Background: an optimization exercise with open tools, aiming at small area, a short achievable clock period and few clock cycles. Do not read the settings as production practice. No functional check of the RTL was part of any run shown here.

### flow/flow/run.sh
#!/bin/bash
# The standard layout (the standard.sh), with these ORFS settings changed:
#   SYNTH_ARGS=-noabc SETUP_SLACK_MARGIN=8.9 "BUFFER_PORTS_ARGS=-buffer_cell sky130_fd_sc_hd__buf_2"
# The clock, the constraints and the synthesis are the design's own.
set -euo pipefail
bash standard.sh SYNTH_ARGS=-noabc SETUP_SLACK_MARGIN=8.9 "BUFFER_PORTS_ARGS=-buffer_cell sky130_fd_sc_hd__buf_2" finish > flow_make.log 2>&1
### flow/standard.sh
#!/bin/bash
# synth_recipe.tcl (not shown) runs the flow's synth.tcl, then flattens the netlist and writes it again
# the make line also repeats each setting of config.mk as NAME=value (left out here)
make -C /OpenROAD-flow-scripts/flow DESIGN_CONFIG=/design/flow/config.mk WORK_HOME=/design/flow/orfs CLKGATE_MAP_FILE= SYNTH_SCRIPT=/design/flow/synth_recipe.tcl "${@:-finish}"
### flow/config.mk
export PLATFORM = sky130hd
export DESIGN_NAME = Milestone1
export DESIGN_NICKNAME = Milestone1
export VERILOG_FILES = /design/flow/design.v
export SDC_FILE = /design/flow/constraint.sdc
export NUM_CORES = 4
export LEC_CHECK = 0
export CAP_MARGIN = 20
export CORE_MARGIN = 2
export CORE_UTILIZATION = 40
export CTS_CLUSTER_DIAMETER = 200
export CTS_CLUSTER_SIZE = 25
export SLEW_MARGIN = 20
### flow/constraint.sdc
create_clock -name core_clock -period 13.0 [get_ports {Clock}]
set_input_delay 2.6000 -clock core_clock [delete_from_list [all_inputs] [get_ports {Clock}]]
set_output_delay 2.6000 -clock core_clock [all_outputs]
set_load 0.01 [all_outputs]
### flow/design.v
`timescale 1ns/100ps
`default_nettype none
module Milestone1 (
   input  logic            Clock,
   input  logic            resetn,
   input  logic [15:0]     SRAM_read_data,
   input  logic            M1_start,
   output logic [17:0]     SRAM_address,
   output logic [15:0]     SRAM_write_data,
   output logic            SRAM_we_n,
   output logic            M1_end
);
logic        running;
logic        wr_on;
logic [4:0]  cyc;           
logic [2:0]  ym5;           
logic [17:0] yptr;          
logic [17:0] wptr;          
logic [7:0]  uw [0:5];      
logic [7:0]  vw [0:5];      
logic [7:0]  ulow;          
logic [15:0] vbuf;          
logic [15:0] ybuf;          
logic [8:0]  fo, fo2;       
logic [7:0]  rr, rg, rb;    
logic [7:0]  bh;            
logic        fsel_u;
logic [7:0]  w0, w1, w2, w3, w4, w5;
logic [7:0]  t0, t1, t3, t4, t5;
logic [8:0]  fp, fq, fs;        
logic [8:0]  fout;
logic        c0, c1, c157, c158, c159;    
assign fsel_u = cyc[3];
assign w0 = fsel_u ? uw[0] : vw[1];
assign w1 = fsel_u ? uw[1] : vw[2];
assign w2 = fsel_u ? uw[2] : vw[3];
assign w3 = fsel_u ? uw[3] : vw[4];
assign w4 = fsel_u ? uw[4] : vw[5];
assign w5 = fsel_u ? uw[5] : vw[0];
assign t0 = c0 ? w2 : (c1 ? w1 : w0);
assign t1 = c0 ? w2 : w1;
assign t3 = c159 ? w2 : w3;
assign t4 = c159 ? w2 : (c158 ? w3 : w4);
assign t5 = c159 ? w2 : (c158 ? w3 : (c157 ? w4 : w5));
always_ff @(posedge Clock) begin
   fp <= {1'b0, t0} + {1'b0, t5} + 9'd1;        
   fq <= {1'b0, ~t1} + {1'b0, ~t4} + 9'd1;      
   fs <= {1'b0, w2} + {1'b0, t3} + 9'd1;        
end
logic ft_s0, ft_c0;
logic ft_s1, ft_c1;
logic ft_s2, ft_c2;
logic ft_s3, ft_c3;
logic ft_s4, ft_c4;
logic ft_s5, ft_c5;
logic ft_s6, ft_c6;
logic ft_s7, ft_c7;
logic ft_s8, ft_c8;
logic ft_s9, ft_c9;
logic ft_s10, ft_c10;
logic ft_s11, ft_c11;
logic ft_s12, ft_c12;
logic ft_s13, ft_c13;
logic ft_s14, ft_c14;
logic ft_s15, ft_c15;
logic ft_s16, ft_c16;
logic ft_s17, ft_c17;
logic ft_s18, ft_c18;
logic ft_s19, ft_c19;
logic ft_s20, ft_c20;
logic ft_s21, ft_c21;
logic ft_s22, ft_c22;
logic ft_s23, ft_c23;
logic ft_s24, ft_c24;
logic ft_s25, ft_c25;
logic ft_s26, ft_c26;
logic ft_s27, ft_c27;
logic ft_s28, ft_c28;
logic ft_s29, ft_c29;
logic ft_s30, ft_c30;
logic ft_s31, ft_c31;
logic ft_s32, ft_c32;
logic ft_s33, ft_c33;
logic ft_s34, ft_c34;
logic ft_s35, ft_c35;
logic ft_s36, ft_c36;
logic ft_s37, ft_c37;
logic ft_s38, ft_c38;
logic ft_s39, ft_c39;
logic ft_s40, ft_c40;
logic ft_s41, ft_c41;
logic ft_s42, ft_c42;
logic ft_s43, ft_c43;
logic ft_s44, ft_c44;
logic ft_s45, ft_c45;
logic ft_s46, ft_c46;
logic ft_s47, ft_c47;
logic ft_s48, ft_c48;
logic ft_s49, ft_c49;
logic ft_s50, ft_c50;
logic ft_s51, ft_c51;
logic ft_s52, ft_c52;
logic ft_s53, ft_c53;
logic ft_s54, ft_c54;
logic ft_s55, ft_c55;
logic ft_s56, ft_c56;
logic ft_s57, ft_c57;
logic ft_s58, ft_c58;
logic ft_s59, ft_c59;
logic ft_s60, ft_c60;
logic ft_s61, ft_c61;
logic [16:0] ft_ra, ft_rb, ft_sum;
assign ft_s0 = fp[1] ^ fp[3] ^ fp[5];
assign ft_c0 = (fp[1] & fp[3]) | (fp[1] & fp[5]) | (fp[3] & fp[5]);
assign ft_s1 = fp[2] ^ fp[4] ^ fp[6];
assign ft_c1 = (fp[2] & fp[4]) | (fp[2] & fp[6]) | (fp[4] & fp[6]);
assign ft_s2 = fq[1] ^ fq[2];
assign ft_c2 = fq[1] & fq[2];
assign ft_s3 = fp[3] ^ fp[5] ^ fp[7];
assign ft_c3 = (fp[3] & fp[5]) | (fp[3] & fp[7]) | (fp[5] & fp[7]);
assign ft_s4 = fq[2] ^ fq[3] ^ fq[5];
assign ft_c4 = (fq[2] & fq[3]) | (fq[2] & fq[5]) | (fq[3] & fq[5]);
assign ft_s5 = fs[0] ^ fs[2];
assign ft_c5 = fs[0] & fs[2];
assign ft_s6 = fp[4] ^ fp[6] ^ fp[8];
assign ft_c6 = (fp[4] & fp[6]) | (fp[4] & fp[8]) | (fp[6] & fp[8]);
assign ft_s7 = fq[3] ^ fq[4] ^ fq[6];
assign ft_c7 = (fq[3] & fq[4]) | (fq[3] & fq[6]) | (fq[4] & fq[6]);
assign ft_s8 = fs[1] ^ fs[3] ^ ~fs[8];
assign ft_c8 = (fs[1] & fs[3]) | (fs[1] & ~fs[8]) | (fs[3] & ~fs[8]);
assign ft_s9 = fp[5] ^ fp[7] ^ fq[4];
assign ft_c9 = (fp[5] & fp[7]) | (fp[5] & fq[4]) | (fp[7] & fq[4]);
assign ft_s10 = fq[5] ^ fq[7] ^ fs[2];
assign ft_c10 = (fq[5] & fq[7]) | (fq[5] & fs[2]) | (fq[7] & fs[2]);
assign ft_s11 = ~fs[4];
assign ft_c11 = fs[4];
assign ft_s12 = fp[6] ^ fp[8] ^ fq[5];
assign ft_c12 = (fp[6] & fp[8]) | (fp[6] & fq[5]) | (fp[8] & fq[5]);
assign ft_s13 = fq[6] ^ fq[8] ^ fs[3];
assign ft_c13 = (fq[6] & fq[8]) | (fq[6] & fs[3]) | (fq[8] & fs[3]);
assign ft_s14 = ~fs[5];
assign ft_c14 = fs[5];
assign ft_s15 = fp[7] ^ fq[6] ^ fq[7];
assign ft_c15 = (fp[7] & fq[6]) | (fp[7] & fq[7]) | (fq[6] & fq[7]);
assign ft_s16 = fp[8] ^ fq[7];
assign ft_c16 = fp[8] & fq[7];
assign ft_s17 = fp[0] ^ fp[2] ^ fp[4];
assign ft_c17 = (fp[0] & fp[2]) | (fp[0] & fp[4]) | (fp[2] & fp[4]);
assign ft_s18 = fq[0] ^ fq[1] ^ fq[3];
assign ft_c18 = (fq[0] & fq[1]) | (fq[0] & fq[3]) | (fq[1] & fq[3]);
assign ft_s19 = fs[0] ^ ~fs[5];
assign ft_c19 = fs[0] & ~fs[5];
assign ft_s20 = fq[4] ^ fs[1] ^ ~fs[6];
assign ft_c20 = (fq[4] & fs[1]) | (fq[4] & ~fs[6]) | (fs[1] & ~fs[6]);
assign ft_s21 = ft_s2 ^ ft_c0 ^ ft_s1;
assign ft_c21 = (ft_s2 & ft_c0) | (ft_s2 & ft_s1) | (ft_c0 & ft_s1);
assign ft_s22 = ~fs[7] ^ ft_c2 ^ ft_s5;
assign ft_c22 = (~fs[7] & ft_c2) | (~fs[7] & ft_s5) | (ft_c2 & ft_s5);
assign ft_s23 = ft_c1 ^ ft_s3 ^ ft_s4;
assign ft_c23 = (ft_c1 & ft_s3) | (ft_c1 & ft_s4) | (ft_s3 & ft_s4);
assign ft_s24 = ft_c5 ^ ft_c3 ^ ft_c4;
assign ft_c24 = (ft_c5 & ft_c3) | (ft_c5 & ft_c4) | (ft_c3 & ft_c4);
assign ft_s25 = ft_s6 ^ ft_s7 ^ ft_s8;
assign ft_c25 = (ft_s6 & ft_s7) | (ft_s6 & ft_s8) | (ft_s7 & ft_s8);
assign ft_s26 = ft_s11 ^ ft_c6 ^ ft_c7;
assign ft_c26 = (ft_s11 & ft_c6) | (ft_s11 & ft_c7) | (ft_c6 & ft_c7);
assign ft_s27 = ft_c8 ^ ft_s9 ^ ft_s10;
assign ft_c27 = (ft_c8 & ft_s9) | (ft_c8 & ft_s10) | (ft_s9 & ft_s10);
assign ft_s28 = ft_c11 ^ ft_s14 ^ ft_c9;
assign ft_c28 = (ft_c11 & ft_s14) | (ft_c11 & ft_c9) | (ft_s14 & ft_c9);
assign ft_s29 = ft_c10 ^ ft_s12 ^ ft_s13;
assign ft_c29 = (ft_c10 & ft_s12) | (ft_c10 & ft_s13) | (ft_s12 & ft_s13);
assign ft_s30 = ft_c14 ^ fs[4] ^ fs[6];
assign ft_c30 = (ft_c14 & fs[4]) | (ft_c14 & fs[6]) | (fs[4] & fs[6]);
assign ft_s31 = ft_c12 ^ ft_c13 ^ ft_s15;
assign ft_c31 = (ft_c12 & ft_c13) | (ft_c12 & ft_s15) | (ft_c13 & ft_s15);
assign ft_s32 = fq[8] ^ fs[5] ^ fs[7];
assign ft_c32 = (fq[8] & fs[5]) | (fq[8] & fs[7]) | (fs[5] & fs[7]);
assign ft_s33 = ~(ft_s16 ^ ft_c15);
assign ft_c33 = ft_s16 | ft_c15;
assign ft_s34 = fq[8] ^ fs[6] ^ fs[8];
assign ft_c34 = (fq[8] & fs[6]) | (fq[8] & fs[8]) | (fs[6] & fs[8]);
assign ft_s35 = fp[0] ^ fp[2];
assign ft_c35 = fp[0] & fp[2];
assign ft_s36 = fp[1] ^ fp[3] ^ fq[1];
assign ft_c36 = (fp[1] & fp[3]) | (fp[1] & fq[1]) | (fp[3] & fq[1]);
assign ft_s37 = fq[0] ^ fq[2] ^ ~fs[4];
assign ft_c37 = (fq[0] & fq[2]) | (fq[0] & ~fs[4]) | (fq[2] & ~fs[4]);
assign ft_s38 = ft_s19 ^ ft_c17 ^ ft_s18;
assign ft_c38 = (ft_s19 & ft_c17) | (ft_s19 & ft_s18) | (ft_c17 & ft_s18);
assign ft_s39 = ft_c19 ^ ft_c18 ^ ft_s20;
assign ft_c39 = (ft_c19 & ft_c18) | (ft_c19 & ft_s20) | (ft_c18 & ft_s20);
assign ft_s40 = ft_c20 ^ ft_s22 ^ ft_c21;
assign ft_c40 = (ft_c20 & ft_s22) | (ft_c20 & ft_c21) | (ft_s22 & ft_c21);
assign ft_s41 = ft_c22 ^ ft_c23 ^ ft_s24;
assign ft_c41 = (ft_c22 & ft_c23) | (ft_c22 & ft_s24) | (ft_c23 & ft_s24);
assign ft_s42 = ft_c24 ^ ft_c25 ^ ft_s26;
assign ft_c42 = (ft_c24 & ft_c25) | (ft_c24 & ft_s26) | (ft_c25 & ft_s26);
assign ft_s43 = ft_c26 ^ ft_c27 ^ ft_s28;
assign ft_c43 = (ft_c26 & ft_c27) | (ft_c26 & ft_s28) | (ft_c27 & ft_s28);
assign ft_s44 = ft_s30 ^ ft_c28 ^ ft_c29;
assign ft_c44 = (ft_s30 & ft_c28) | (ft_s30 & ft_c29) | (ft_c28 & ft_c29);
assign ft_s45 = ft_c30 ^ ft_s32 ^ ft_s33;
assign ft_c45 = (ft_c30 & ft_s32) | (ft_c30 & ft_s33) | (ft_s32 & ft_s33);
assign ft_s46 = ft_c16 ^ ft_c32 ^ ft_s34;
assign ft_c46 = (ft_c16 & ft_c32) | (ft_c16 & ft_s34) | (ft_c32 & ft_s34);
assign ft_s47 = fp[0] ^ ~fs[0];
assign ft_c47 = fp[0] & ~fs[0];
assign ft_s48 = fp[1] ^ ~fs[1];
assign ft_c48 = fp[1] & ~fs[1];
assign ft_s49 = fq[0] ^ ~fs[2] ^ ft_s35;
assign ft_c49 = (fq[0] & ~fs[2]) | (fq[0] & ft_s35) | (~fs[2] & ft_s35);
assign ft_s50 = ~fs[3] ^ ft_c35 ^ ft_s36;
assign ft_c50 = (~fs[3] & ft_c35) | (~fs[3] & ft_s36) | (ft_c35 & ft_s36);
assign ft_s51 = ft_c36 ^ ft_s37 ^ ft_s17;
assign ft_c51 = (ft_c36 & ft_s37) | (ft_c36 & ft_s17) | (ft_s37 & ft_s17);
assign ft_s52 = ft_c37 ^ ft_s0 ^ ft_s38;
assign ft_c52 = (ft_c37 & ft_s0) | (ft_c37 & ft_s38) | (ft_s0 & ft_s38);
assign ft_s53 = ft_c38 ^ ft_s39 ^ ft_s21;
assign ft_c53 = (ft_c38 & ft_s39) | (ft_c38 & ft_s21) | (ft_s39 & ft_s21);
assign ft_s54 = ft_c39 ^ ft_s23 ^ ft_s40;
assign ft_c54 = (ft_c39 & ft_s23) | (ft_c39 & ft_s40) | (ft_s23 & ft_s40);
assign ft_s55 = ft_s25 ^ ft_c40 ^ ft_s41;
assign ft_c55 = (ft_s25 & ft_c40) | (ft_s25 & ft_s41) | (ft_c40 & ft_s41);
assign ft_s56 = ft_s27 ^ ft_c41 ^ ft_s42;
assign ft_c56 = (ft_s27 & ft_c41) | (ft_s27 & ft_s42) | (ft_c41 & ft_s42);
assign ft_s57 = ft_s29 ^ ft_c42 ^ ft_s43;
assign ft_c57 = (ft_s29 & ft_c42) | (ft_s29 & ft_s43) | (ft_c42 & ft_s43);
assign ft_s58 = ft_s31 ^ ft_c43 ^ ft_s44;
assign ft_c58 = (ft_s31 & ft_c43) | (ft_s31 & ft_s44) | (ft_c43 & ft_s44);
assign ft_s59 = ft_c31 ^ ft_s45 ^ ft_c44;
assign ft_c59 = (ft_c31 & ft_s45) | (ft_c31 & ft_c44) | (ft_s45 & ft_c44);
assign ft_s60 = ft_c33 ^ ft_s46 ^ ft_c45;
assign ft_c60 = (ft_c33 & ft_s46) | (ft_c33 & ft_c45) | (ft_s46 & ft_c45);
assign ft_s61 = fs[7] ^ ft_c34 ^ ft_c46;
assign ft_c61 = (fs[7] & ft_c34) | (fs[7] & ft_c46) | (ft_c34 & ft_c46);
assign ft_ra = {1'b0, ft_c61, ft_c60, ft_c59, ft_c58, ft_c57, ft_c56, ft_c55, ft_c54, ft_c53, ft_c52, ft_c51, ft_c50, ft_c49, ft_c48, ft_c47, ft_s47};
assign ft_rb = {1'b0, fs[8], ft_s61, ft_s60, ft_s59, ft_s58, ft_s57, ft_s56, ft_s55, ft_s54, ft_s53, ft_s52, ft_s51, ft_s50, ft_s49, ft_s48, 1'b1};
assign ft_sum = ft_ra + ft_rb;
assign fout = ft_sum[16:8];
logic [7:0]  ysel;
logic [8:0]  usel, vsel;
logic [24:0] ypr;               
logic [8:0]  xu, xv;
logic [10:0] xu3, xv3;
logic [7:0]  cr, cg, cb;
assign ysel = ybuf[15:8];    
assign usel = cyc[0] ? {uw[4][7], ~uw[4][7], uw[4][6:0]} : fo2;
assign vsel = cyc[0] ? {vw[4][7], ~vw[4][7], vw[4][6:0]} : fo;
logic yt_s0, yt_c0;
logic yt_s1, yt_c1;
logic yt_s2, yt_c2;
logic yt_s3, yt_c3;
logic yt_s4, yt_c4;
logic yt_s5, yt_c5;
logic yt_s6, yt_c6;
logic yt_s7, yt_c7;
logic yt_s8, yt_c8;
logic yt_s9, yt_c9;
logic yt_s10, yt_c10;
logic yt_s11, yt_c11;
logic yt_s12, yt_c12;
logic yt_s13, yt_c13;
logic yt_s14, yt_c14;
logic yt_s15, yt_c15;
logic yt_s16, yt_c16;
logic [26:0] yt_ra, yt_rb, yt_sum;
assign yt_s0 = ysel[1] ^ ysel[3];
assign yt_c0 = ysel[1] & ysel[3];
assign yt_s1 = ysel[2] ^ ysel[4] ^ ysel[6];
assign yt_c1 = (ysel[2] & ysel[4]) | (ysel[2] & ysel[6]) | (ysel[4] & ysel[6]);
assign yt_s2 = ysel[0] ^ ysel[3] ^ ysel[5];
assign yt_c2 = (ysel[0] & ysel[3]) | (ysel[0] & ysel[5]) | (ysel[3] & ysel[5]);
assign yt_s3 = ysel[1] ^ ysel[4];
assign yt_c3 = ysel[1] & ysel[4];
assign yt_s4 = ysel[2] ^ ysel[5];
assign yt_c4 = ysel[2] & ysel[5];
assign yt_s5 = ysel[3] ^ ysel[6];
assign yt_c5 = ysel[3] & ysel[6];
assign yt_s6 = ysel[0] ^ ysel[2];
assign yt_c6 = ysel[0] & ysel[2];
assign yt_s7 = ~(ysel[5] ^ yt_s0);
assign yt_c7 = ysel[5] | yt_s0;
assign yt_s8 = ~(yt_c0 ^ yt_s1);
assign yt_c8 = yt_c0 | yt_s1;
assign yt_s9 = ysel[7] ^ yt_c1 ^ yt_s2;
assign yt_c9 = (ysel[7] & yt_c1) | (ysel[7] & yt_s2) | (yt_c1 & yt_s2);
assign yt_s10 = ysel[6] ^ yt_s3 ^ yt_c2;
assign yt_c10 = (ysel[6] & yt_s3) | (ysel[6] & yt_c2) | (yt_s3 & yt_c2);
assign yt_s11 = ysel[7] ^ yt_c3 ^ yt_s4;
assign yt_c11 = (ysel[7] & yt_c3) | (ysel[7] & yt_s4) | (yt_c3 & yt_s4);
assign yt_s12 = ~(yt_c4 ^ yt_s5);
assign yt_c12 = yt_c4 | yt_s5;
assign yt_s13 = ysel[4] ^ ysel[7] ^ yt_c5;
assign yt_c13 = (ysel[4] & ysel[7]) | (ysel[4] & yt_c5) | (ysel[7] & yt_c5);
assign yt_s14 = ~ysel[5];
assign yt_c14 = ysel[5];
assign yt_s15 = ~ysel[6];
assign yt_c15 = ysel[6];
assign yt_s16 = ~ysel[7];
assign yt_c16 = ysel[7];
assign yt_ra = {1'b1, 1'b0, yt_c16, yt_c15, yt_c14, yt_c13, yt_c12, yt_c11, yt_c10, yt_c9, yt_c8, yt_c7, yt_c6, yt_s6, ysel[1], ysel[0], ysel[1], ysel[0], ~ysel[6], ~ysel[5], ~ysel[4], ~ysel[3], ~ysel[2], ~ysel[1], ~ysel[0], 1'b0, 1'b0};
assign yt_rb = {1'b0, 1'b0, 1'b1, yt_s16, yt_s15, yt_s14, yt_s13, yt_s12, yt_s11, yt_s10, yt_s9, yt_s8, yt_s7, ysel[4], ysel[3], ysel[2], 1'b0, ~ysel[7], 1'b1, 1'b0, 1'b1, 1'b0, 1'b0, 1'b0, 1'b1, 1'b0, 1'b0};
assign yt_sum = yt_ra + yt_rb;
always_ff @(posedge Clock) begin
   ypr <= yt_sum[26:2];
   xu  <= usel;
   xv  <= vsel;
   xu3 <= {2'b00, usel} + {1'b0, usel, 1'b0};
   xv3 <= {2'b00, vsel} + {1'b0, vsel, 1'b0};
end
logic rt_s0, rt_c0;
logic rt_s1, rt_c1;
logic rt_s2, rt_c2;
logic rt_s3, rt_c3;
logic rt_s4, rt_c4;
logic rt_s5, rt_c5;
logic rt_s6, rt_c6;
logic rt_s7, rt_c7;
logic rt_s8, rt_c8;
logic rt_s9, rt_c9;
logic rt_s10, rt_c10;
logic rt_s11, rt_c11;
logic rt_s12, rt_c12;
logic rt_s13, rt_c13;
logic rt_s14, rt_c14;
logic rt_s15, rt_c15;
logic rt_s16, rt_c16;
logic rt_s17, rt_c17;
logic rt_s18, rt_c18;
logic rt_s19, rt_c19;
logic rt_s20, rt_c20;
logic rt_s21, rt_c21;
logic rt_s22, rt_c22;
logic rt_s23, rt_c23;
logic rt_s24, rt_c24;
logic rt_s25, rt_c25;
logic rt_s26, rt_c26;
logic rt_s27, rt_c27;
logic rt_s28, rt_c28;
logic rt_s29, rt_c29;
logic rt_s30, rt_c30;
logic rt_s31, rt_c31;
logic rt_s32, rt_c32;
logic rt_s33, rt_c33;
logic rt_s34, rt_c34;
logic rt_s35, rt_c35;
logic rt_s36, rt_c36;
logic rt_s37, rt_c37;
logic rt_s38, rt_c38;
logic rt_s39, rt_c39;
logic [26:0] rt_ra, rt_rb, rt_sum;
assign rt_s0 = ypr[9] ^ xv3[0];
assign rt_c0 = ypr[9] & xv3[0];
assign rt_s1 = ypr[10] ^ xv3[1];
assign rt_c1 = ypr[10] & xv3[1];
assign rt_s2 = ypr[5] ^ xv[0];
assign rt_c2 = ypr[5] & xv[0];
assign rt_s3 = ypr[6] ^ xv[1] ^ xv[4];
assign rt_c3 = (ypr[6] & xv[1]) | (ypr[6] & xv[4]) | (xv[1] & xv[4]);
assign rt_s4 = ypr[7] ^ xv[2] ^ xv[5];
assign rt_c4 = (ypr[7] & xv[2]) | (ypr[7] & xv[5]) | (xv[2] & xv[5]);
assign rt_s5 = ypr[8] ^ xv[3] ^ xv[6];
assign rt_c5 = (ypr[8] & xv[3]) | (ypr[8] & xv[6]) | (xv[3] & xv[6]);
assign rt_s6 = ~(xv[4] ^ xv[7]);
assign rt_c6 = xv[4] | xv[7];
assign rt_s7 = xv[5] ^ xv[8] ^ rt_c0;
assign rt_c7 = (xv[5] & xv[8]) | (xv[5] & rt_c0) | (xv[8] & rt_c0);
assign rt_s8 = ypr[11] ^ xv3[2] ^ xv[6];
assign rt_c8 = (ypr[11] & xv3[2]) | (ypr[11] & xv[6]) | (xv3[2] & xv[6]);
assign rt_s9 = ypr[12] ^ xv3[3];
assign rt_c9 = ypr[12] & xv3[3];
assign rt_s10 = ypr[13] ^ xv3[0] ^ xv3[4];
assign rt_c10 = (ypr[13] & xv3[0]) | (ypr[13] & xv3[4]) | (xv3[0] & xv3[4]);
assign rt_s11 = ypr[14] ^ xv3[1];
assign rt_c11 = ypr[14] & xv3[1];
assign rt_s12 = ypr[15] ^ xv3[2];
assign rt_c12 = ypr[15] & xv3[2];
assign rt_s13 = ypr[16] ^ xv3[3] ^ xv3[7];
assign rt_c13 = (ypr[16] & xv3[3]) | (ypr[16] & xv3[7]) | (xv3[3] & xv3[7]);
assign rt_s14 = ypr[17] ^ xv3[4] ^ xv3[8];
assign rt_c14 = (ypr[17] & xv3[4]) | (ypr[17] & xv3[8]) | (xv3[4] & xv3[8]);
assign rt_s15 = ypr[18] ^ xv3[5];
assign rt_c15 = ypr[18] & xv3[5];
assign rt_s16 = ypr[19] ^ xv3[6] ^ xv3[10];
assign rt_c16 = (ypr[19] & xv3[6]) | (ypr[19] & xv3[10]) | (xv3[6] & xv3[10]);
assign rt_s17 = ypr[20] ^ xv3[7];
assign rt_c17 = ypr[20] & xv3[7];
assign rt_s18 = ypr[2] ^ xv[0];
assign rt_c18 = ypr[2] & xv[0];
assign rt_s19 = ypr[3] ^ xv[1] ^ xv3[5];
assign rt_c19 = (ypr[3] & xv[1]) | (ypr[3] & xv3[5]) | (xv[1] & xv3[5]);
assign rt_s20 = ypr[4] ^ xv[2] ^ xv3[6];
assign rt_c20 = (ypr[4] & xv[2]) | (ypr[4] & xv3[6]) | (xv[2] & xv3[6]);
assign rt_s21 = xv[3] ^ xv3[7] ^ rt_s2;
assign rt_c21 = (xv[3] & xv3[7]) | (xv[3] & rt_s2) | (xv3[7] & rt_s2);
assign rt_s22 = xv3[8] ^ rt_c2 ^ rt_s3;
assign rt_c22 = (xv3[8] & rt_c2) | (xv3[8] & rt_s3) | (rt_c2 & rt_s3);
assign rt_s23 = xv3[9] ^ rt_c3 ^ rt_s4;
assign rt_c23 = (xv3[9] & rt_c3) | (xv3[9] & rt_s4) | (rt_c3 & rt_s4);
assign rt_s24 = xv3[10] ^ rt_c4 ^ rt_s5;
assign rt_c24 = (xv3[10] & rt_c4) | (xv3[10] & rt_s5) | (rt_c4 & rt_s5);
assign rt_s25 = rt_s6 ^ rt_s0 ^ rt_c5;
assign rt_c25 = (rt_s6 & rt_s0) | (rt_s6 & rt_c5) | (rt_s0 & rt_c5);
assign rt_s26 = rt_c6 ^ rt_s1 ^ rt_s7;
assign rt_c26 = (rt_c6 & rt_s1) | (rt_c6 & rt_s7) | (rt_s1 & rt_s7);
assign rt_s27 = rt_c1 ^ rt_s8 ^ rt_c7;
assign rt_c27 = (rt_c1 & rt_s8) | (rt_c1 & rt_c7) | (rt_s8 & rt_c7);
assign rt_s28 = xv[7] ^ rt_s9 ^ rt_c8;
assign rt_c28 = (xv[7] & rt_s9) | (xv[7] & rt_c8) | (rt_s9 & rt_c8);
assign rt_s29 = xv[8] ^ rt_c9 ^ rt_s10;
assign rt_c29 = (xv[8] & rt_c9) | (xv[8] & rt_s10) | (rt_c9 & rt_s10);
assign rt_s30 = xv3[5] ^ rt_s11 ^ rt_c10;
assign rt_c30 = (xv3[5] & rt_s11) | (xv3[5] & rt_c10) | (rt_s11 & rt_c10);
assign rt_s31 = xv3[6] ^ rt_c11 ^ rt_s12;
assign rt_c31 = (xv3[6] & rt_c11) | (xv3[6] & rt_s12) | (rt_c11 & rt_s12);
assign rt_s32 = ~(rt_c12 ^ rt_s13);
assign rt_c32 = rt_c12 | rt_s13;
assign rt_s33 = ~(rt_c13 ^ rt_s14);
assign rt_c33 = rt_c13 | rt_s14;
assign rt_s34 = xv3[9] ^ rt_s15 ^ rt_c14;
assign rt_c34 = (xv3[9] & rt_s15) | (xv3[9] & rt_c14) | (rt_s15 & rt_c14);
assign rt_s35 = ~(rt_c15 ^ rt_s16);
assign rt_c35 = rt_c15 | rt_s16;
assign rt_s36 = ~(rt_s17 ^ rt_c16);
assign rt_c36 = rt_s17 | rt_c16;
assign rt_s37 = ypr[21] ^ xv3[8] ^ rt_c17;
assign rt_c37 = (ypr[21] & xv3[8]) | (ypr[21] & rt_c17) | (xv3[8] & rt_c17);
assign rt_s38 = ypr[22] ^ xv3[9];
assign rt_c38 = ypr[22] & xv3[9];
assign rt_s39 = ypr[23] ^ xv3[10];
assign rt_c39 = ypr[23] & xv3[10];
assign rt_ra = {rt_c39, rt_c38, rt_c37, rt_c36, rt_c35, rt_c34, rt_c33, rt_c32, rt_c31, rt_c30, rt_c29, rt_c28, rt_c27, rt_c26, rt_c25, rt_c24, rt_c23, rt_c22, rt_c21, rt_c20, rt_c19, rt_c18, rt_s18, ypr[1], ypr[0], xv3[1], xv3[0]};
assign rt_rb = {ypr[24], rt_s39, rt_s38, rt_s37, rt_s36, rt_s35, rt_s34, rt_s33, rt_s32, rt_s31, rt_s30, rt_s29, rt_s28, rt_s27, rt_s26, rt_s25, rt_s24, rt_s23, rt_s22, rt_s21, rt_s20, rt_s19, xv3[4], xv3[3], xv3[2], 1'b0, 1'b0};
assign rt_sum = rt_ra + rt_rb;
logic gt_s0, gt_c0;
logic gt_s1, gt_c1;
logic gt_s2, gt_c2;
logic gt_s3, gt_c3;
logic gt_s4, gt_c4;
logic gt_s5, gt_c5;
logic gt_s6, gt_c6;
logic gt_s7, gt_c7;
logic gt_s8, gt_c8;
logic gt_s9, gt_c9;
logic gt_s10, gt_c10;
logic gt_s11, gt_c11;
logic gt_s12, gt_c12;
logic gt_s13, gt_c13;
logic gt_s14, gt_c14;
logic gt_s15, gt_c15;
logic gt_s16, gt_c16;
logic gt_s17, gt_c17;
logic gt_s18, gt_c18;
logic gt_s19, gt_c19;
logic gt_s20, gt_c20;
logic gt_s21, gt_c21;
logic gt_s22, gt_c22;
logic gt_s23, gt_c23;
logic gt_s24, gt_c24;
logic gt_s25, gt_c25;
logic gt_s26, gt_c26;
logic gt_s27, gt_c27;
logic gt_s28, gt_c28;
logic gt_s29, gt_c29;
logic gt_s30, gt_c30;
logic gt_s31, gt_c31;
logic gt_s32, gt_c32;
logic gt_s33, gt_c33;
logic gt_s34, gt_c34;
logic gt_s35, gt_c35;
logic gt_s36, gt_c36;
logic gt_s37, gt_c37;
logic gt_s38, gt_c38;
logic gt_s39, gt_c39;
logic gt_s40, gt_c40;
logic gt_s41, gt_c41;
logic gt_s42, gt_c42;
logic gt_s43, gt_c43;
logic gt_s44, gt_c44;
logic gt_s45, gt_c45;
logic gt_s46, gt_c46;
logic gt_s47, gt_c47;
logic gt_s48, gt_c48;
logic gt_s49, gt_c49;
logic gt_s50, gt_c50;
logic gt_s51, gt_c51;
logic gt_s52, gt_c52;
logic gt_s53, gt_c53;
logic gt_s54, gt_c54;
logic gt_s55, gt_c55;
logic gt_s56, gt_c56;
logic gt_s57, gt_c57;
logic gt_s58, gt_c58;
logic gt_s59, gt_c59;
logic gt_s60, gt_c60;
logic gt_s61, gt_c61;
logic gt_s62, gt_c62;
logic gt_s63, gt_c63;
logic gt_s64, gt_c64;
logic [26:0] gt_ra, gt_rb, gt_sum;
assign gt_s0 = ypr[3] ^ ~xu3[2];
assign gt_c0 = ypr[3] & ~xu3[2];
assign gt_s1 = ypr[4] ^ ~xu3[3];
assign gt_c1 = ypr[4] & ~xu3[3];
assign gt_s2 = ypr[5] ^ ~xu3[4];
assign gt_c2 = ypr[5] & ~xu3[4];
assign gt_s3 = ypr[6] ^ ~xu3[5];
assign gt_c3 = ypr[6] & ~xu3[5];
assign gt_s4 = ypr[7] ^ ~xu3[6];
assign gt_c4 = ypr[7] & ~xu3[6];
assign gt_s5 = ypr[8] ^ ~xu[0] ^ ~xu3[7];
assign gt_c5 = (ypr[8] & ~xu[0]) | (ypr[8] & ~xu3[7]) | (~xu[0] & ~xu3[7]);
assign gt_s6 = ypr[9] ^ ~xu[1];
assign gt_c6 = ypr[9] & ~xu[1];
assign gt_s7 = ypr[10] ^ ~xu[2] ^ ~xu3[9];
assign gt_c7 = (ypr[10] & ~xu[2]) | (ypr[10] & ~xu3[9]) | (~xu[2] & ~xu3[9]);
assign gt_s8 = ypr[11] ^ ~xu3[0] ^ ~xu[3];
assign gt_c8 = (ypr[11] & ~xu3[0]) | (ypr[11] & ~xu[3]) | (~xu3[0] & ~xu[3]);
assign gt_s9 = ~xu3[10] ^ ~xv[1];
assign gt_c9 = ~xu3[10] & ~xv[1];
assign gt_s10 = ypr[12] ^ ~xu3[1] ^ ~xu[4];
assign gt_c10 = (ypr[12] & ~xu3[1]) | (ypr[12] & ~xu[4]) | (~xu3[1] & ~xu[4]);
assign gt_s11 = ~(~xv3[0] ^ ~xv[2]);
assign gt_c11 = ~xv3[0] | ~xv[2];
assign gt_s12 = ypr[13] ^ ~xu3[2] ^ ~xu[5];
assign gt_c12 = (ypr[13] & ~xu3[2]) | (ypr[13] & ~xu[5]) | (~xu3[2] & ~xu[5]);
assign gt_s13 = ~(~xv3[1] ^ ~xv[3]);
assign gt_c13 = ~xv3[1] | ~xv[3];
assign gt_s14 = ypr[14] ^ ~xu3[3] ^ ~xu[6];
assign gt_c14 = (ypr[14] & ~xu3[3]) | (ypr[14] & ~xu[6]) | (~xu3[3] & ~xu[6]);
assign gt_s15 = ~xv3[2] ^ ~xv[4];
assign gt_c15 = ~xv3[2] & ~xv[4];
assign gt_s16 = ypr[15] ^ ~xu3[4] ^ ~xu[7];
assign gt_c16 = (ypr[15] & ~xu3[4]) | (ypr[15] & ~xu[7]) | (~xu3[4] & ~xu[7]);
assign gt_s17 = ~xv3[3] ^ ~xv[5];
assign gt_c17 = ~xv3[3] & ~xv[5];
assign gt_s18 = ypr[16] ^ ~xu3[5] ^ ~xu[8];
assign gt_c18 = (ypr[16] & ~xu3[5]) | (ypr[16] & ~xu[8]) | (~xu3[5] & ~xu[8]);
assign gt_s19 = ~xv3[4] ^ ~xv[6];
assign gt_c19 = ~xv3[4] & ~xv[6];
assign gt_s20 = ypr[17] ^ ~xu3[6] ^ ~xv3[5];
assign gt_c20 = (ypr[17] & ~xu3[6]) | (ypr[17] & ~xv3[5]) | (~xu3[6] & ~xv3[5]);
assign gt_s21 = ypr[18] ^ ~xu3[7] ^ ~xv3[6];
assign gt_c21 = (ypr[18] & ~xu3[7]) | (ypr[18] & ~xv3[6]) | (~xu3[7] & ~xv3[6]);
assign gt_s22 = ypr[1] ^ ~xu3[0];
assign gt_c22 = ypr[1] & ~xu3[0];
assign gt_s23 = ypr[2] ^ ~xu3[1];
assign gt_c23 = ypr[2] & ~xu3[1];
assign gt_s24 = ~(~xv[0] ^ ~xv[5]);
assign gt_c24 = ~xv[0] | ~xv[5];
assign gt_s25 = ~xv[1] ^ ~xv[6] ^ gt_c0;
assign gt_c25 = (~xv[1] & ~xv[6]) | (~xv[1] & gt_c0) | (~xv[6] & gt_c0);
assign gt_s26 = ~xv[2] ^ ~xv[7] ^ gt_c1;
assign gt_c26 = (~xv[2] & ~xv[7]) | (~xv[2] & gt_c1) | (~xv[7] & gt_c1);
assign gt_s27 = ~xv[3] ^ ~xv[8] ^ gt_c2;
assign gt_c27 = (~xv[3] & ~xv[8]) | (~xv[3] & gt_c2) | (~xv[8] & gt_c2);
assign gt_s28 = ~(~xv[4] ^ gt_c3);
assign gt_c28 = ~xv[4] | gt_c3;
assign gt_s29 = ~(~xv[5] ^ gt_c4);
assign gt_c29 = ~xv[5] | gt_c4;
assign gt_s30 = ~xu3[8] ^ ~xv[6] ^ gt_s6;
assign gt_c30 = (~xu3[8] & ~xv[6]) | (~xu3[8] & gt_s6) | (~xv[6] & gt_s6);
assign gt_s31 = ~xv[0] ^ ~xv[7] ^ gt_c6;
assign gt_c31 = (~xv[0] & ~xv[7]) | (~xv[0] & gt_c6) | (~xv[7] & gt_c6);
assign gt_s32 = ~xv[8] ^ gt_s9 ^ gt_c7;
assign gt_c32 = (~xv[8] & gt_s9) | (~xv[8] & gt_c7) | (gt_s9 & gt_c7);
assign gt_s33 = gt_c9 ^ gt_s11 ^ gt_c8;
assign gt_c33 = (gt_c9 & gt_s11) | (gt_c9 & gt_c8) | (gt_s11 & gt_c8);
assign gt_s34 = gt_c11 ^ gt_s13 ^ gt_c10;
assign gt_c34 = (gt_c11 & gt_s13) | (gt_c11 & gt_c10) | (gt_s13 & gt_c10);
assign gt_s35 = gt_c13 ^ gt_s15 ^ gt_c12;
assign gt_c35 = (gt_c13 & gt_s15) | (gt_c13 & gt_c12) | (gt_s15 & gt_c12);
assign gt_s36 = gt_c15 ^ gt_s17 ^ gt_c14;
assign gt_c36 = (gt_c15 & gt_s17) | (gt_c15 & gt_c14) | (gt_s17 & gt_c14);
assign gt_s37 = gt_c17 ^ gt_s19 ^ gt_c16;
assign gt_c37 = (gt_c17 & gt_s19) | (gt_c17 & gt_c16) | (gt_s19 & gt_c16);
assign gt_s38 = ~xv[7] ^ gt_c19 ^ gt_c18;
assign gt_c38 = (~xv[7] & gt_c19) | (~xv[7] & gt_c18) | (gt_c19 & gt_c18);
assign gt_s39 = ~(~xv[8] ^ gt_c20);
assign gt_c39 = ~xv[8] | gt_c20;
assign gt_s40 = ypr[19] ^ ~xu3[8] ^ ~xv3[7];
assign gt_c40 = (ypr[19] & ~xu3[8]) | (ypr[19] & ~xv3[7]) | (~xu3[8] & ~xv3[7]);
assign gt_s41 = ypr[20] ^ ~xu3[9];
assign gt_c41 = ypr[20] & ~xu3[9];
assign gt_s42 = ypr[21] ^ ~xu3[10];
assign gt_c42 = ypr[21] & ~xu3[10];
assign gt_s43 = ~~xv[3];
assign gt_c43 = ~xv[3];
assign gt_s44 = ~xv[4] ^ gt_c22 ^ gt_s23;
assign gt_c44 = (~xv[4] & gt_c22) | (~xv[4] & gt_s23) | (gt_c22 & gt_s23);
assign gt_s45 = gt_c23 ^ gt_s24 ^ gt_s0;
assign gt_c45 = (gt_c23 & gt_s24) | (gt_c23 & gt_s0) | (gt_s24 & gt_s0);
assign gt_s46 = gt_c24 ^ gt_s1 ^ gt_s25;
assign gt_c46 = (gt_c24 & gt_s1) | (gt_c24 & gt_s25) | (gt_s1 & gt_s25);
assign gt_s47 = gt_s2 ^ gt_c25 ^ gt_s26;
assign gt_c47 = (gt_s2 & gt_c25) | (gt_s2 & gt_s26) | (gt_c25 & gt_s26);
assign gt_s48 = gt_s3 ^ gt_c26 ^ gt_s27;
assign gt_c48 = (gt_s3 & gt_c26) | (gt_s3 & gt_s27) | (gt_c26 & gt_s27);
assign gt_s49 = gt_s4 ^ gt_s28 ^ gt_c27;
assign gt_c49 = (gt_s4 & gt_s28) | (gt_s4 & gt_c27) | (gt_s28 & gt_c27);
assign gt_s50 = gt_c28 ^ gt_s29 ^ gt_s5;
assign gt_c50 = (gt_c28 & gt_s29) | (gt_c28 & gt_s5) | (gt_s29 & gt_s5);
assign gt_s51 = gt_c5 ^ gt_c29 ^ gt_s30;
assign gt_c51 = (gt_c5 & gt_c29) | (gt_c5 & gt_s30) | (gt_c29 & gt_s30);
assign gt_s52 = gt_s7 ^ gt_c30 ^ gt_s31;
assign gt_c52 = (gt_s7 & gt_c30) | (gt_s7 & gt_s31) | (gt_c30 & gt_s31);
assign gt_s53 = gt_s8 ^ gt_c31 ^ gt_s32;
assign gt_c53 = (gt_s8 & gt_c31) | (gt_s8 & gt_s32) | (gt_c31 & gt_s32);
assign gt_s54 = gt_s10 ^ gt_c32 ^ gt_s33;
assign gt_c54 = (gt_s10 & gt_c32) | (gt_s10 & gt_s33) | (gt_c32 & gt_s33);
assign gt_s55 = gt_s12 ^ gt_c33 ^ gt_s34;
assign gt_c55 = (gt_s12 & gt_c33) | (gt_s12 & gt_s34) | (gt_c33 & gt_s34);
assign gt_s56 = gt_s14 ^ gt_c34 ^ gt_s35;
assign gt_c56 = (gt_s14 & gt_c34) | (gt_s14 & gt_s35) | (gt_c34 & gt_s35);
assign gt_s57 = gt_s16 ^ gt_c35 ^ gt_s36;
assign gt_c57 = (gt_s16 & gt_c35) | (gt_s16 & gt_s36) | (gt_c35 & gt_s36);
assign gt_s58 = gt_s18 ^ gt_c36 ^ gt_s37;
assign gt_c58 = (gt_s18 & gt_c36) | (gt_s18 & gt_s37) | (gt_c36 & gt_s37);
assign gt_s59 = gt_s20 ^ gt_c37 ^ gt_s38;
assign gt_c59 = (gt_s20 & gt_c37) | (gt_s20 & gt_s38) | (gt_c37 & gt_s38);
assign gt_s60 = gt_s21 ^ gt_s39 ^ gt_c38;
assign gt_c60 = (gt_s21 & gt_s39) | (gt_s21 & gt_c38) | (gt_s39 & gt_c38);
assign gt_s61 = gt_c21 ^ gt_s40 ^ gt_c39;
assign gt_c61 = (gt_c21 & gt_s40) | (gt_c21 & gt_c39) | (gt_s40 & gt_c39);
assign gt_s62 = ~xv3[8] ^ gt_s41 ^ gt_c40;
assign gt_c62 = (~xv3[8] & gt_s41) | (~xv3[8] & gt_c40) | (gt_s41 & gt_c40);
assign gt_s63 = ~xv3[9] ^ gt_c41 ^ gt_s42;
assign gt_c63 = (~xv3[9] & gt_c41) | (~xv3[9] & gt_s42) | (gt_c41 & gt_s42);
assign gt_s64 = ypr[22] ^ ~xv3[10] ^ gt_c42;
assign gt_c64 = (ypr[22] & ~xv3[10]) | (ypr[22] & gt_c42) | (~xv3[10] & gt_c42);
assign gt_ra = {ypr[24], gt_c64, gt_c63, gt_c62, gt_c61, gt_c60, gt_c59, gt_c58, gt_c57, gt_c56, gt_c55, gt_c54, gt_c53, gt_c52, gt_c51, gt_c50, gt_c49, gt_c48, gt_c47, gt_c46, gt_c45, gt_c44, gt_c43, gt_s43, ypr[0], ~xv[1], ~xv[0]};
assign gt_rb = {1'b0, ypr[23], gt_s64, gt_s63, gt_s62, gt_s61, gt_s60, gt_s59, gt_s58, gt_s57, gt_s56, gt_s55, gt_s54, gt_s53, gt_s52, gt_s51, gt_s50, gt_s49, gt_s48, gt_s47, gt_s46, gt_s45, gt_s44, gt_s22, ~xv[2], 1'b0, 1'b1};
assign gt_sum = gt_ra + gt_rb;
logic bt_s0, bt_c0;
logic bt_s1, bt_c1;
logic bt_s2, bt_c2;
logic bt_s3, bt_c3;
logic bt_s4, bt_c4;
logic bt_s5, bt_c5;
logic bt_s6, bt_c6;
logic bt_s7, bt_c7;
logic bt_s8, bt_c8;
logic bt_s9, bt_c9;
logic bt_s10, bt_c10;
logic bt_s11, bt_c11;
logic bt_s12, bt_c12;
logic bt_s13, bt_c13;
logic bt_s14, bt_c14;
logic bt_s15, bt_c15;
logic bt_s16, bt_c16;
logic bt_s17, bt_c17;
logic bt_s18, bt_c18;
logic bt_s19, bt_c19;
logic bt_s20, bt_c20;
logic bt_s21, bt_c21;
logic bt_s22, bt_c22;
logic bt_s23, bt_c23;
logic bt_s24, bt_c24;
logic bt_s25, bt_c25;
logic bt_s26, bt_c26;
logic bt_s27, bt_c27;
logic bt_s28, bt_c28;
logic bt_s29, bt_c29;
logic bt_s30, bt_c30;
logic bt_s31, bt_c31;
logic bt_s32, bt_c32;
logic bt_s33, bt_c33;
logic bt_s34, bt_c34;
logic bt_s35, bt_c35;
logic [26:0] bt_ra, bt_rb, bt_sum;
assign bt_s0 = ypr[8] ^ xu[0];
assign bt_c0 = ypr[8] & xu[0];
assign bt_s1 = ypr[9] ^ xu[1];
assign bt_c1 = ypr[9] & xu[1];
assign bt_s2 = ypr[10] ^ xu[2];
assign bt_c2 = ypr[10] & xu[2];
assign bt_s3 = ypr[11] ^ xu[3];
assign bt_c3 = ypr[11] & xu[3];
assign bt_s4 = ypr[5] ^ xu[0];
assign bt_c4 = ypr[5] & xu[0];
assign bt_s5 = ypr[6] ^ xu[1] ^ xu3[5];
assign bt_c5 = (ypr[6] & xu[1]) | (ypr[6] & xu3[5]) | (xu[1] & xu3[5]);
assign bt_s6 = ypr[7] ^ xu[2] ^ xu3[6];
assign bt_c6 = (ypr[7] & xu[2]) | (ypr[7] & xu3[6]) | (xu[2] & xu3[6]);
assign bt_s7 = xu[3] ^ xu3[7] ^ xu3[10];
assign bt_c7 = (xu[3] & xu3[7]) | (xu[3] & xu3[10]) | (xu3[7] & xu3[10]);
assign bt_s8 = xu[4] ^ xu3[8] ^ bt_c0;
assign bt_c8 = (xu[4] & xu3[8]) | (xu[4] & bt_c0) | (xu3[8] & bt_c0);
assign bt_s9 = xu[5] ^ xu3[9] ^ bt_c1;
assign bt_c9 = (xu[5] & xu3[9]) | (xu[5] & bt_c1) | (xu3[9] & bt_c1);
assign bt_s10 = xu[6] ^ xu3[10] ^ bt_c2;
assign bt_c10 = (xu[6] & xu3[10]) | (xu[6] & bt_c2) | (xu3[10] & bt_c2);
assign bt_s11 = ypr[12] ^ xu[4] ^ xu[7];
assign bt_c11 = (ypr[12] & xu[4]) | (ypr[12] & xu[7]) | (xu[4] & xu[7]);
assign bt_s12 = ypr[13] ^ xu[5];
assign bt_c12 = ypr[13] & xu[5];
assign bt_s13 = ypr[1] ^ xu3[0];
assign bt_c13 = ypr[1] & xu3[0];
assign bt_s14 = ypr[2] ^ xu3[1] ^ xu3[4];
assign bt_c14 = (ypr[2] & xu3[1]) | (ypr[2] & xu3[4]) | (xu3[1] & xu3[4]);
assign bt_s15 = ypr[3] ^ xu3[2] ^ xu3[5];
assign bt_c15 = (ypr[3] & xu3[2]) | (ypr[3] & xu3[5]) | (xu3[2] & xu3[5]);
assign bt_s16 = ypr[4] ^ xu3[3] ^ xu3[6];
assign bt_c16 = (ypr[4] & xu3[3]) | (ypr[4] & xu3[6]) | (xu3[3] & xu3[6]);
assign bt_s17 = xu3[4] ^ xu3[7] ^ bt_s4;
assign bt_c17 = (xu3[4] & xu3[7]) | (xu3[4] & bt_s4) | (xu3[7] & bt_s4);
assign bt_s18 = xu3[8] ^ bt_c4 ^ bt_s5;
assign bt_c18 = (xu3[8] & bt_c4) | (xu3[8] & bt_s5) | (bt_c4 & bt_s5);
assign bt_s19 = xu3[9] ^ bt_c5 ^ bt_s6;
assign bt_c19 = (xu3[9] & bt_c5) | (xu3[9] & bt_s6) | (bt_c5 & bt_s6);
assign bt_s20 = bt_s0 ^ bt_c6 ^ bt_s7;
assign bt_c20 = (bt_s0 & bt_c6) | (bt_s0 & bt_s7) | (bt_c6 & bt_s7);
assign bt_s21 = bt_s1 ^ bt_c7 ^ bt_s8;
assign bt_c21 = (bt_s1 & bt_c7) | (bt_s1 & bt_s8) | (bt_c7 & bt_s8);
assign bt_s22 = bt_s2 ^ bt_c8 ^ bt_s9;
assign bt_c22 = (bt_s2 & bt_c8) | (bt_s2 & bt_s9) | (bt_c8 & bt_s9);
assign bt_s23 = bt_s3 ^ bt_c9 ^ bt_s10;
assign bt_c23 = (bt_s3 & bt_c9) | (bt_s3 & bt_s10) | (bt_c9 & bt_s10);
assign bt_s24 = bt_c3 ^ bt_s11 ^ bt_c10;
assign bt_c24 = (bt_c3 & bt_s11) | (bt_c3 & bt_c10) | (bt_s11 & bt_c10);
assign bt_s25 = xu[8] ^ bt_s12 ^ bt_c11;
assign bt_c25 = (xu[8] & bt_s12) | (xu[8] & bt_c11) | (bt_s12 & bt_c11);
assign bt_s26 = ypr[14] ^ xu[6] ^ bt_c12;
assign bt_c26 = (ypr[14] & xu[6]) | (ypr[14] & bt_c12) | (xu[6] & bt_c12);
assign bt_s27 = ypr[15] ^ xu[0] ^ xu[7];
assign bt_c27 = (ypr[15] & xu[0]) | (ypr[15] & xu[7]) | (xu[0] & xu[7]);
assign bt_s28 = ypr[16] ^ xu[1] ^ xu[8];
assign bt_c28 = (ypr[16] & xu[1]) | (ypr[16] & xu[8]) | (xu[1] & xu[8]);
assign bt_s29 = ypr[17] ^ xu[2];
assign bt_c29 = ypr[17] & xu[2];
assign bt_s30 = ypr[18] ^ xu[3];
assign bt_c30 = ypr[18] & xu[3];
assign bt_s31 = ypr[19] ^ xu[4];
assign bt_c31 = ypr[19] & xu[4];
assign bt_s32 = ypr[20] ^ xu[5];
assign bt_c32 = ypr[20] & xu[5];
assign bt_s33 = ypr[21] ^ xu[6];
assign bt_c33 = ypr[21] & xu[6];
assign bt_s34 = ypr[22] ^ xu[7];
assign bt_c34 = ypr[22] & xu[7];
assign bt_s35 = ypr[23] ^ xu[8];
assign bt_c35 = ypr[23] & xu[8];
assign bt_ra = {bt_c35, bt_c34, bt_c33, bt_c32, bt_c31, bt_c30, bt_c29, bt_c28, bt_c27, bt_c26, bt_c25, bt_c24, bt_c23, bt_c22, bt_c21, bt_c20, bt_c19, bt_c18, bt_c17, bt_c16, bt_c15, bt_c14, bt_c13, bt_s13, ypr[0], xu3[1], xu3[0]};
assign bt_rb = {ypr[24], bt_s35, bt_s34, bt_s33, bt_s32, bt_s31, bt_s30, bt_s29, bt_s28, bt_s27, bt_s26, bt_s25, bt_s24, bt_s23, bt_s22, bt_s21, bt_s20, bt_s19, bt_s18, bt_s17, bt_s16, bt_s15, bt_s14, xu3[3], xu3[2], 1'b0, 1'b0};
assign bt_sum = bt_ra + bt_rb;
function automatic logic [7:0] clip(input logic [26:0] v);
   if (v[26])               clip = 8'd0;
   else if (v[25] | v[24])  clip = 8'd255;
   else                     clip = v[23:16];
endfunction
assign cr = clip(rt_sum);
assign cg = clip(gt_sum);
assign cb = clip(bt_sum);
logic [17:0] caddr_sum;
logic [17:0] caddr;
assign caddr_sum = yptr + (yptr[0] ? 18'd76804 : 18'd115204);
assign caddr = {1'b0, caddr_sum[17:1]};
logic        ws2h, ws3h, ws2l, ws3l;
always_ff @(posedge Clock) begin
   ws2h <= cyc[1] & running;
   ws3h <= cyc[2] & running;
   ws2l <= cyc[1] & ~M1_end;
   ws3l <= cyc[2] & ~M1_end;
end
assign SRAM_write_data[15:8] = ws3h ? bh : (ws2h ? rr : rg);
assign SRAM_write_data[7:0]  = ws3l ? rr : (ws2l ? rg : rb);
always_ff @(posedge Clock or negedge resetn) begin
   if (~resetn) begin
      running   <= 1'b0;
      M1_end    <= 1'b0;
      SRAM_we_n <= 1'b1;
      wr_on     <= 1'b0;
   end else begin
      if (~running) begin
         SRAM_we_n <= 1'b1;
         if (M1_start) begin
            running <= 1'b1;
            M1_end  <= 1'b0;
            wr_on   <= 1'b0;
         end
      end else begin
         SRAM_we_n <= ~(wr_on & (cyc[1] | cyc[2] | cyc[3]));
         if (cyc[3] & c0) wr_on <= 1'b1;
         if (cyc[4] & ~yptr[17] & yptr[15] & yptr[12] & yptr[10] & yptr[9] & yptr[0]) begin
            running <= 1'b0;
            M1_end  <= 1'b1;
         end
      end
   end
end
always_ff @(posedge Clock) begin
   if (~running & M1_start) begin
      cyc  <= 5'b10000;
      yptr <= 18'h3fffc;       
      ym5  <= 3'd1;            
      wptr <= 18'd146929;      
      {c157, c158, c159, c0, c1} <= 5'd0;
   end else begin
      cyc <= {cyc[3:0], cyc[4]};
      if (cyc[0]) begin
         yptr <= yptr + 18'd1;
         ym5  <= (ym5 == 3'd4) ? 3'd0 : ym5 + 3'd1;
      end
      wptr <= wptr + {17'd0, cyc[1] | cyc[2] | cyc[3]};
      if (cyc[2]) begin
         c157 <= (yptr[4:0] == 5'd30) & (ym5 == 3'd3);
         c158 <= c157;
         c159 <= c158;
         c0   <= c159;
         c1   <= c0;
      end
   end
   SRAM_address <= cyc[4] ? caddr : (cyc[0] ? yptr : wptr);
   fo  <= fout;
   fo2 <= fo;
   rr <= cr;
   if (cyc[1] | cyc[2]) begin
      rg <= cg;
      rb <= cb;
   end
   bh <= rb;
   uw[0] <= uw[5]; uw[1] <= uw[0]; uw[2] <= uw[1]; uw[3] <= uw[2]; uw[4] <= uw[3];
   vw[0] <= vw[5]; vw[1] <= vw[0]; vw[2] <= vw[1]; vw[3] <= vw[2]; vw[4] <= vw[3];
   if (cyc[2]) begin
      if (~yptr[0]) begin         
         uw[5] <= SRAM_read_data[15:8];
         ulow  <= SRAM_read_data[7:0];
         vw[5] <= vbuf[15:8];
      end else begin              
         uw[5] <= ulow;
         vw[5] <= vbuf[7:0];
         vbuf  <= SRAM_read_data;
      end
   end else begin
      uw[5] <= uw[4];
      vw[5] <= vw[4];
   end
   if (cyc[3]) ybuf <= SRAM_read_data;
   else if (cyc[0]) ybuf[15:8] <= ybuf[7:0];
end
endmodule
==> results.yml, run 1 <==
status:
  status: "timing/DRC/antenna clean"
clock_tree:
  clock_sinks: 350
  cts_hold_buf: 0
  cts_root_buf: "clkbuf_16"
  cts_buffer_depth: 3
  cts_tree: "built"
  insertion_delay_ns: 0.53
  numCtsBuffers: 17
  htree_levels: 1
  cts.clk_slew.worst_paths_ns: 0.10
synth:
  synth_area_leaders: "dfxtp_1, fa_1, ha_1"
  syn_nets: 2452
  netlist_area_sq_um: 21200
  syn-mean-instance-area_sq_um: 10.4
  ys_seq_area_share_pct: 35.8
  async_reset_ff_share_pct: 1.14
  syn-instance-count: 2049
  synth_edf_count: 56
  post-synth-top-count-cell: "dfxtp_1"
  ys_ff_latch: 350
  synth.largest_area_cell: "dfxtp_1"
  yosys_warnings: 3
  synth_top_cell_area_share_pct: 27.4
  ys.flop_type: "dfxtp_1"
  yosys.cell_types.count: 59
  synthTopCellsByCount: "dfxtp_1, inv_1, ha_1"
die:
  std_cell_rows: 84
  die_h_um: 234
  start_util_pct: 40.4
  core_sq_um: 52600
  die_w_um: 234
  die_area_sq_um: 54900
  io_pins: 55
setup_path:
  arrival_ns: 4.47
  reg2reg_from: "ypr[10]"
  cp-start-kind: "flop"
  worstPathRequired_ns: 13.28
  r2r-end: "rg[0]"
  worstPathMaxFanout: 8
  worst_setup_path_end_kind: "flop"
  path_class: "reg -> reg"
  r2r_cells: 15
  r2r_slack_ns: 8.81
routing:
  routed_wl_um: 48900
  wl_per_cell_um: 17.5
  drt-initial-drc-count: 857
  drc: 0
  vias: 14225
  ant_nets: 0
  firstDrtPassIters: 6
  via_per_inst: 5.09
hold_path:
  min_to: "vw[2][7]"
  hp-class: "reg -> reg"
  hold_depth: 0
  worstHoldStart: "vw[1][7]"
global_route:
  grt_first_pass_wirelength_um: 77800
  grt_overflow_total: 0
  antenna_found_initial: 0
  grt_pass1_vias: 14249
  grt_start_max_net_pins: 45
  track_usage_pct: 18.1
sta:
  fin_crit_ns: 4.19
  max_freq_mhz: 238
  rsz0062_at_grt: "yes"
  tns_ns: 0
  period_share_pct: 32.3
  fin_ws_ns: 8.81
  relSlewSlack_pct: 44.3
  setup_viol: 0
  fin_worst_skew_ns: 0.0235
  worst_pin_slew_ns: 0.827
  finalHoldViolCount: 0
  slew_violations: 0
placement:
  port_buffers: 54
  place_hpwl_um: 39100
  dp_slack_ns: 8.52
  place_congestion: 0.913
cells_and_area:
  syn_to_final_growth_pct: 9.22
  final_layout_size_suffix_gt1_share_pct: 11.3
  n_antenna_cell: 0
  fin_nets: 2505
  nFillCells: 5030
job:
  drv_cap: 0
[sequential cells by signal, summed over array words and instances (netlist names), 5 cells and up]
| name | count |
|---|---|
| fo2 | 9 |
| ulow | 8 |
| SRAM_address | 18 |
| ybuf | 16 |
| xu3 | 11 |
| rr | 8 |
| wptr | 18 |
| rb | 8 |
| bh | 8 |
| cyc | 5 |
| fq | 9 |
| yptr | 18 |
| ypr | 24 |
| xu | 8 |
| vbuf | 16 |
| vw | 48 |
| fs | 9 |
| uw | 48 |
| xv | 8 |
| fo | 9 |
| rg | 8 |
| xv3 | 11 |
| fp | 9 |
[kinds of logic (layout without fill, tap and decap cells)]
| logic type | Yosys count | after routing | synth area share, % |
|---|---|---|---|
| xor gates and xnor gates | 117 | 117 | 4.83 |
| buffers and inverters | 294 | 354 | 5.20 |
| adders and majority gates | 384 | 384 | 28.1 |
| muxes | 133 | 133 | 6.56 |
| DFF | 350 | 350 | 35.8 |
| AOI/OAI and AO/OA | 388 | 388 | 11.1 |
| and+or+nand+nor | 383 | 383 | 8.46 |
[cell usage in the layout, fill, tap and decap left out, types with 11 or more instances in the layout]
cell | Yosys | final
dfxtp_1 | 290 | 243
inv_1 | 244 | 236
ha_1 | 231 | 225
fa_1 | 153 | 145
nand2_1 | 122 | 121
a21oi_1 | 125 | 119
nor2_1 | 102 | 102
o21ai_0 | 113 | 95
mux2i_1 | 94 | 94
xnor2_1 | 72 | 70
edfxtp_1 | 56 | 56
buf_2 | 0 | 54
xor2_1 | 45 | 44
mux2_2 | 37 | 37
o21a_1 | 34 | 34
a21o_1 | 33 | 33
dfxtp_2 | 0 | 27
buf_4 | 0 | 27
nand3_1 | 26 | 26
o21ai_1 | 6 | 24
nor2b_1 | 23 | 23
nor3_1 | 23 | 20
dfxtp_4 | 0 | 20
o21bai_1 | 18 | 18
nand4_1 | 17 | 17
clkbuf_16 | 0 | 17
nand2b_1 | 16 | 16
and3_1 | 14 | 11
[stage by stage]
| stage | hold slack (ns) | cell area [sq um] | std cells | utilization [%] |
|---|---|---|---|---|
| global placement | 0.328 | 22300 | 2752 | 42.5 |
| floorplan | 0.324 | 21300 | 2049 | - |
| finish | 0.341 | 23200 | 2797 | 44.1 |
| detailed placement | 0.329 | 22300 | 2752 | 42.5 |
| CTS | 0.337 | 23000 | 2793 | 43.8 |
| global route | 0.351 | 23200 | 2797 | 44.1 |
[repair_timing]
action | in CTS | in global routing
cloned | 0 | 0
pin swaps | 21 | 20
setup endpoints to repair | 33 | 48
gates resized for setup | 58 | 52
setup buffers | 15 | 4
[worst max-delay path by stage]
stage,from,end
CTS,xu3[9],rg[5]
detailed placement,xu3[0],rg[6]
finish,ypr[10],rg[0]
global route,xu3[3],rg[4]
global placement,xv[1],rg[1]
floorplan,ypr[16],rg[0]
[worst max-delay path: stages (launching register included)]
cell and delay (ns):
dfxtp_4 0.38, inv_2 0.04, fa_2 0.38, fa_1 0.51
inv_2 0.04, fa_1 0.56, ha_4 0.22, and3_4 0.15
and3_4 0.16, a41o_1 0.22, o31a_1 0.32, o41a_1 0.35
xor2_2 0.17, a2111oi_4 0.20, buf_6 0.18, a21oi_1 0.07
[layout make-up]
class	count	area, sq um	share of cell area (%)
Clock buffer	26	459	1.98
Inverter	244	916	3.95
Multi-Input combinational cell	1405	12700	55.0
Sequential cell	350	7700	33.2
Tap cell	688	861	3.71
Timing Repair Buffer	84	507	2.19
[routing by layer]
layer | track usage (%) | up-vias | wire [um] | part of all wire [%]
met5 | 0 | - | 0 | 0
met4 | 4.34 | 0 | 1060 | 2.2
met3 | 1.74 | 50 | 1750 | 3.6
met2 | 30.1 | 257 | 22700 | 46
met1 | 25.4 | 6898 | 23400 | 48
li1 | - | 7020 | - | -
==> run 2: changes to the inputs <==
==> flow/flow/run.sh (replaced) <==
#!/bin/bash
# The standard layout (the standard.sh), with these ORFS settings changed:
#   SYNTH_ARGS=-noabc SETUP_SLACK_MARGIN=9.1 "BUFFER_PORTS_ARGS=-buffer_cell sky130_fd_sc_hd__buf_2"
# The clock, the constraints and the synthesis are the design's own.
set -euo pipefail
bash standard.sh SYNTH_ARGS=-noabc SETUP_SLACK_MARGIN=9.1 "BUFFER_PORTS_ARGS=-buffer_cell sky130_fd_sc_hd__buf_2" finish > flow_make.log 2>&1
==> results.yml, run 2 <==
status:
  status: "timing/DRC/antenna clean"
cells_and_area:
  final_layout_size_suffix_gt1_share_pct: 13.3
  largestRegisters: "uw (48), vw (48), ypr (24)"
  n_antenna_cell: 0
  final_area_sq_um: 23400
  final_cell_mix: "inv_1, dfxtp_1, ha_1"
  layout_commonest_cell: "inv_1"
synth:
  synth_area_leaders: "dfxtp_1, fa_1, ha_1"
  yosys.cell_types.count: 59
  yosys_warnings: 3
  async_reset_ff_share_pct: 1.14
  ys.flop_type: "dfxtp_1"
  syn_nets: 2452
  ys_seq_area_share_pct: 35.8
  ys_ff_latch: 350
  syn-instance-count: 2049
  synth.largest_area_cell: "dfxtp_1"
  synth_top_cell_area_share_pct: 27.4
  synthTopCellsByCount: "dfxtp_1, inv_1, ha_1"
  post-synth-top-count-cell: "dfxtp_1"
sta:
  finalHoldViolCount: 0
  finalHoldWorstSlack_ns: 0.344
  fin_worst_skew_ns: 0.0244
  setup_viol: 0
  fin_crit_ns: 4.20
  rsz0062_at_grt: "yes"
  tns_ns: 0
  period_share_pct: 32.3
  max_freq_mhz: 238
  worst_pin_slew_ns: 0.802
routing:
  routed_wl_um: 49200
  vias: 14287
  wl_per_cell_um: 17.5
  firstDrtPassIters: 5
  drc: 0
  via_per_inst: 5.09
  drt-initial-drc-count: 921
clock_tree:
  cts_tree: "built"
  numCtsBuffers: 17
  cts_buffer_depth: 3
  htree_levels: 1
  insertion_delay_ns: 0.53
hold_path:
  min_to: "vw[2][7]"
  hold_depth: 0
  worstHoldStart: "vw[1][7]"
  hp-class: "reg -> reg"
setup_path:
  crit_path_top_delay_cell: "fa_1"
  r2r-end: "rg[0]"
  cp_slowest_stage_delay_ns: 0.56
  cp_cell_sequence: "inv_2 -> fa_2 -> fa_1 -> inv_2 -> fa_1 -> ha_4 -> and3_4 -> and3_4 -> a41o_1 -> o31a_1 -> o41a_1 -> xor2_2 -> a2111oi_4 -> buf_6 -> a21oi_1"
  arrival_ns: 4.48
  worstPathRequired_ns: 13.28
  r2r_slack_ns: 8.80
  r2r_cells: 15
global_route:
  grt_first_pass_wirelength_um: 78000
  grt_overflow_total: 0
  grt_start_max_net_pins: 45
  antenna_found_initial: 0
placement:
  port_buffers: 54
die:
  start_util_pct: 40.4
  std_cell_rows: 84
  io_pins: 55
  core_sq_um: 52600
  die_area_sq_um: 54900
job:
  drv_cap: 0
-- run 2: changes by cell type in the layout (fill, tap and decap cells not counted), moves of 3 or more --
cell     before  now
ha_2          1    4
fa_2          8   14
dfxtp_1     243  232
buf_4        27   32
ha_1        225  219
fa_1        145  139
ha_4          5    8
dfxtp_4      20   30
-- run 2: worst max-delay path by stage --
stage	from	to	cells after the start
6_report	ypr[10]	rg[0]	15
2_1_floorplan	ypr[16]	rg[0]	15
3_5_place_dp	xu3[0]	rg[6]	14
5_1_grt	xv[3]	rg[4]	16
4_1_cts	xu3[9]	rg[5]	14
3_3_place_gp	xv[1]	rg[1]	15
-- run 2: logic make-up after synthesis --
kind of cell	share of synthesized area (%)
XOR/XNOR	4.83
multiplexers	6.56
buffers and inverters	5.20
adder cells (fa/ha/maj)	28.1
flip-flops	35.8
AO/OA/AOI/OAI	11.1
AND/OR/NAND/NOR	8.46
-- run 2: per-layer routing --
metal | wire [um] | GRT usage, % | vias up
li1 | - | - | 7034
met1 | 23700 | 25.4 | 6963
met2 | 22900 | 30.3 | 236
met3 | 1460 | 1.75 | 54
met4 | 1130 | 4.28 | 0
met5 | 0 | 0 | -
-- run 2: worst max-delay path: cells and delay by family (launching register included) --
kind	cells	cell delay (ns)
DFF	1	0.38
adders and majority gates	4	1.68
and+or+nand+nor	2	0.31
xor gates and xnor gates	1	0.17
AOI/OAI and AO/OA	5	1.16
buffers and inverters	3	0.26
-- run 2: repair_timing --
item	in CTS	in global routing
buffers inserted	18	9
gates resized for setup	100	65
hold buffers	0	0
setup endpoints to repair	43	50
pin swaps	27	34
-- run 2: final cells by class --
cell class | instances | area (sq um)
fill | 5007 | 29100
timing repair buffer | 92 | 592
inverter | 244 | 916
clock buffer | 26 | 459
sequential | 350 | 7740
tap | 688 | 861
multi-input combinational | 1405 | 12900
-- run 2: metrics by stage --
step | instances | setup slack (ns) | util, %
after floorplan | 2049 | 8.87 | -
after global placement | 2752 | 8.60 | 42.5
after detailed placement | 2752 | 8.52 | 42.5
after CTS | 2796 | 8.71 | 44.0
after global routing | 2805 | 8.68 | 44.6
final | 2805 | 8.80 | 44.6

-- static timing again, ports no longer ideal --
In the flow no input, the clock included, has a driving cell. The finished layouts below were timed again as built, in two steps. Step 1 sets driving cells, clkbuf_16 on the clock port and buf_2 on the other inputs (assumed; they add their load-dependent delay and slew). Step 2 times the ports against the registers' clock, not the clock port: input delays grow and output delays shrink by t, the midpoint of the rising clock arrivals with the driver on. a / b / c = ideal ports / drivers / drivers and shift; a / b = the first two.
| run | t (ns) | setup slack, ns | worst register clock-pin slew, ns |
|---|---|---|---|
| run 1 | 0.578 | 8.807 / 8.807 / 8.807 | 0.10 / 0.10 |
| run 2 | 0.579 | 8.802 / 8.802 / 8.802 | 0.11 / 0.11 |
After both steps setup and hold are still met in every run listed.
